Background: an optimization exercise with open tools, aiming at small area, a short achievable clock period and few clock cycles per item. Do not read the settings as production practice.
Where RTL was checked, it was by simulation tests only, not by an equivalence proof against the original.

==> try-maple: inputs <==
==> flow/design.v (excerpt) <==
module nr_div (
    input rstn,
    input clk,
    input [23:0] d,
    input in_valid,
    output in_ready,
    output reg [23:0] out,
    output reg out_valid,
    input out_ready
);
Settings: LEC_CHECK=0, CAP_MARGIN=20, CORE_MARGIN=2, CORE_UTILIZATION=40, SETUP_SLACK_MARGIN=3.7, SLEW_MARGIN=20; clock period 8.0 ns.
run.sh (not shown) runs the stock make flow with config.mk's settings and CLKGATE_MAP_FILE= SYNTH_SCRIPT=/design/flow/synth_recipe.tcl, a recipe that flattens the netlist after the stock synthesis.
==> try-indigo: changes against try-maple <==
--- a/flow/design.v
+++ b/flow/design.v
@@ -1,12 +1,12 @@
 module nr_div (
     input rstn,
     input clk,
     input [23:0] d,
     input in_valid,
-    output in_ready,
+    output reg in_ready,
     output reg [23:0] out,
     output reg out_valid,
     input out_ready
 );
     wire in_norm = d[23] ? ((d[22] == 1'b0 && d[21:8] != 14'd0) || d[22:8] == 15'h4000)
                          : d[22];
@@ -15,29 +15,28 @@
     reg        f1, f2, f3, f4, f5, f6, f7, f8, f9;    
     reg        s1, s2, s3, s4, s5, s6, s7, s8, s9;
     reg [15:0] x1;
     reg [7:0]  dl1;
     reg [7:0]  ex2, ex3, ex4, ex5, ex6, ex7, ex8, ex9;
     reg [15:0] z2, z3, z4, z6, z7, zz8;
-    reg        z2h;                      
-    reg [1:0]  m2h;
     reg [13:0] mp2, mp3, mp4, mp5, mp6;
     reg [26:0] pa3_a, pa3_b;
     reg [11:0] ea4;
     reg [30:0] qb5_a, qb5_b;
     reg [21:0] pb7_a, pb7_b;
     reg [6:0]  eb8;
     reg [31:0] zc9_a, zc9_b;
+    reg        skv;                      
+    reg [23:0] sk;
     reg        sbusy;                    
     reg [2:0]  ph;                       
     reg [4:0]  cnt;
     reg [15:0] sM;
     reg [16:0] sZ, sB, sA;
     wire sdone = (ph == 3'd0);
-    wire en = (!out_valid | out_ready) & !(v9 & f9 & !sdone);
-    assign in_ready = (!out_valid | out_ready) & !sbusy;
+    wire en = !skv & !(v9 & f9 & !sdone);
     wire [15:0] m1 = x1 + {15'd0, s1};
     wire za_s1 = x1[0] ^ s1 ^ ~x1[4];
     wire za_c2 = (x1[0] & s1) | (x1[0] & ~x1[4]) | (s1 & ~x1[4]);
     wire za_s3 = x1[1] ^ ~x1[5] ^ x1[9];
     wire za_c4 = (x1[1] & ~x1[5]) | (x1[1] & x1[9]) | (~x1[5] & x1[9]);
     wire za_s5 = x1[2] ^ ~x1[6];
@@ -1593,47 +1592,56 @@
     wire [15:0] sm  = s9 ? (~sZ[16:1] + 16'd1) : sZ[16:1];
     wire [15:0] om  = f9 ? sm : zc9[31:16];
     wire [23:0] r9  = {om, ex9};
     always @(posedge clk) begin
         if (en) begin
             s1 <= d[23]; x1 <= d[23:8] ^ {16{d[23]}}; dl1 <= d[7:0];
-            s2 <= s1; ex2 <= 8'd1 - dl1; z2 <= z1[15:0]; mp2 <= m1[13:0]; z2h <= z1[16]; m2h <= m1[15:14];
+            s2 <= s1; ex2 <= 8'd1 - dl1; z2 <= z1[15:0]; mp2 <= m1[13:0];
             s3 <= s2; ex3 <= ex2; z3 <= z2; mp3 <= mp2; pa3_a <= pa_a; pa3_b <= pa_b;
             s4 <= s3; ex4 <= ex3; z4 <= z3; mp4 <= mp3; ea4 <= e1n;
             s5 <= s4; ex5 <= ex4; mp5 <= mp4; qb5_a <= qb_a; qb5_b <= qb_b;
             s6 <= s5; ex6 <= ex5; z6 <= qb5[30:15]; mp6 <= mp5;
             s7 <= s6; ex7 <= ex6; z7 <= z6; pb7_a <= pb_a; pb7_b <= pb_b;
             s8 <= s7; ex8 <= ex7; zz8 <= z7 ^ {16{s7}}; eb8 <= e2n;
             s9 <= s8; ex9 <= ex8; zc9_a <= zc_a; zc9_b <= zc_b;
         end
     end
     wire push = en & v9;
     wire pop  = out_valid & out_ready;
+    wire skv_n = pop ? 1'b0 : (push & out_valid) | skv;
+    wire sbusy_n = (acc & !in_norm) | (sbusy & !(push & f9));
     always @(posedge clk) begin
         if (!rstn) begin
             v1 <= 0; v2 <= 0; v3 <= 0; v4 <= 0; v5 <= 0; v6 <= 0; v7 <= 0; v8 <= 0; v9 <= 0;
             out_valid <= 0;
+            skv <= 0;
             sbusy <= 0;
+            in_ready <= 1;
         end else begin
             if (en) begin
                 v1 <= acc; v2 <= v1; v3 <= v2; v4 <= v3; v5 <= v4; v6 <= v5; v7 <= v6; v8 <= v7; v9 <= v8;
             end
-            if (push) out_valid <= 1;
-            else if (pop) out_valid <= 0;
-            if (acc & !in_norm) sbusy <= 1;
-            else if (push & f9) sbusy <= 0;
+            if (pop) out_valid <= skv | push;
+            else if (push) out_valid <= 1;
+            skv <= skv_n;
+            sbusy <= sbusy_n;
+            in_ready <= !skv_n & !sbusy_n;
         end
     end
     always @(posedge clk) begin
         if (en) begin
             f1 <= !in_norm; f2 <= f1; f3 <= f2; f4 <= f3; f5 <= f4; f6 <= f5; f7 <= f6; f8 <= f7; f9 <= f8;
         end
-        if (push) out <= r9;
+        if (pop) begin
+            out <= skv ? sk : r9;
+        end else if (push & !out_valid) begin
+            out <= r9;
+        end
+        if (push & out_valid & !pop) sk <= r9;
     end
-    wire        sstart = en & v2 & f2;
-    wire [15:0] m2 = {m2h, mp2};
+    wire        sstart = en & v1 & f1;
     wire [17:0] ssum = {1'b0, sA} + (sB[0] ? {1'b0, sZ} : 18'd0);
     wire [16:0] sH = {sA[14:0], sB[16:15]};
     wire [16:0] sT = (~sH + {16'd0, ~|sB[14:0]}) ^ 17'h10000;
     always @(posedge clk) begin
         if (!rstn) begin
             ph <= 0;
@@ -1642,13 +1650,13 @@
         end else if (ph != 0 && cnt == 5'd17) begin
             ph <= (ph == 3'd4) ? 3'd0 : ph + 3'd1;
         end
     end
     always @(posedge clk) begin
         if (sstart) begin
-            sM <= m2; sZ <= {z2h, z2}; sB <= {1'b0, m2}; sA <= 0; cnt <= 0;
+            sM <= m1; sZ <= z1; sB <= {1'b0, m1}; sA <= 0; cnt <= 0;
         end else if (ph != 0) begin
             if (cnt == 5'd17) begin
                 cnt <= 0;
                 sA <= 0;
                 if (ph[0]) begin
                     sB <= sT;
SETUP_SLACK_MARGIN = 5   (was 3.7)
==> qor summary <==
                                                                      try-maple      try-indigo
Area used by multi-input combinational logic                        24970 sq um     27630 sq um
Share of the synthesized area in compound gates (AO/OA/AOI/OAI)         0.04238         0.03931
Total stage count of the critical path                                       14              18
Multi-Input Combinational                                                  2521            2501
Required arrival time at the worst endpoint                             8.39 ns         8.45 ns
Sequential share of cell area                                            0.3492          0.3193
NumNets Final                                                              5133            5489
Worst-path maximum fanout                                                     3               5
Worst slack after detailed placement                                   2.473 ns        3.606 ns
Sequential cell count of the final layout                                   620             643
First-pass GRT wire length                                            155500 um       177600 um
Multi-input logic portion of the cell area                               0.4778          0.4662
Well-Tap Cells                                                             1524            1600
Outcome                                                          finished clean  finished clean
Number of ordinary and repair buffers in the finished layout                178             469
Via total after detailed routing                                          27780           30170
Period Utilization, post-route                                           0.5276          0.5185
Crit path time final                                                   4.221 ns        4.148 ns
Testbench counts of try-indigo, summed over its fixed seeds: cycles 2,128, items 2,048.
Function not checked in try-maple: the RTL went through the layout flow alone.

==> port drivers added, routing unchanged <==
No port has a modelled driver above. Below, the same layouts with a new extraction and two added sets of constraints. Step 1 assumes that a clkbuf_16 drives the clock port and a buf_2 every other input. Step 2 adds t to the input delays and takes it off the output delays; t is the mean of the earliest and latest rising clock arrival at the registers after step 1. Input paths then give back, and output paths get back, about the clock's delay inside the block. Three values: no drivers, after step 1, after step 2; two values: the first two.
run	t (ns)	slack for setup (ns)	hold slack, ns	clock arrival spread, ns	pins driven straight from the clock port
try-maple	0.694	3.779 / 3.779 / 3.355	0.410 / 0.410 / 0.410	0.027 / 0.027	1
try-indigo	0.735	3.852 / 3.852 / 3.852	0.409 / 0.409 / 0.409	0.060 / 0.060	1
After both steps every run listed still meets setup and hold. The setup slack of try-maple, which loses most, moves by 0.000 ns with the drivers and by -0.424 ns with both steps.
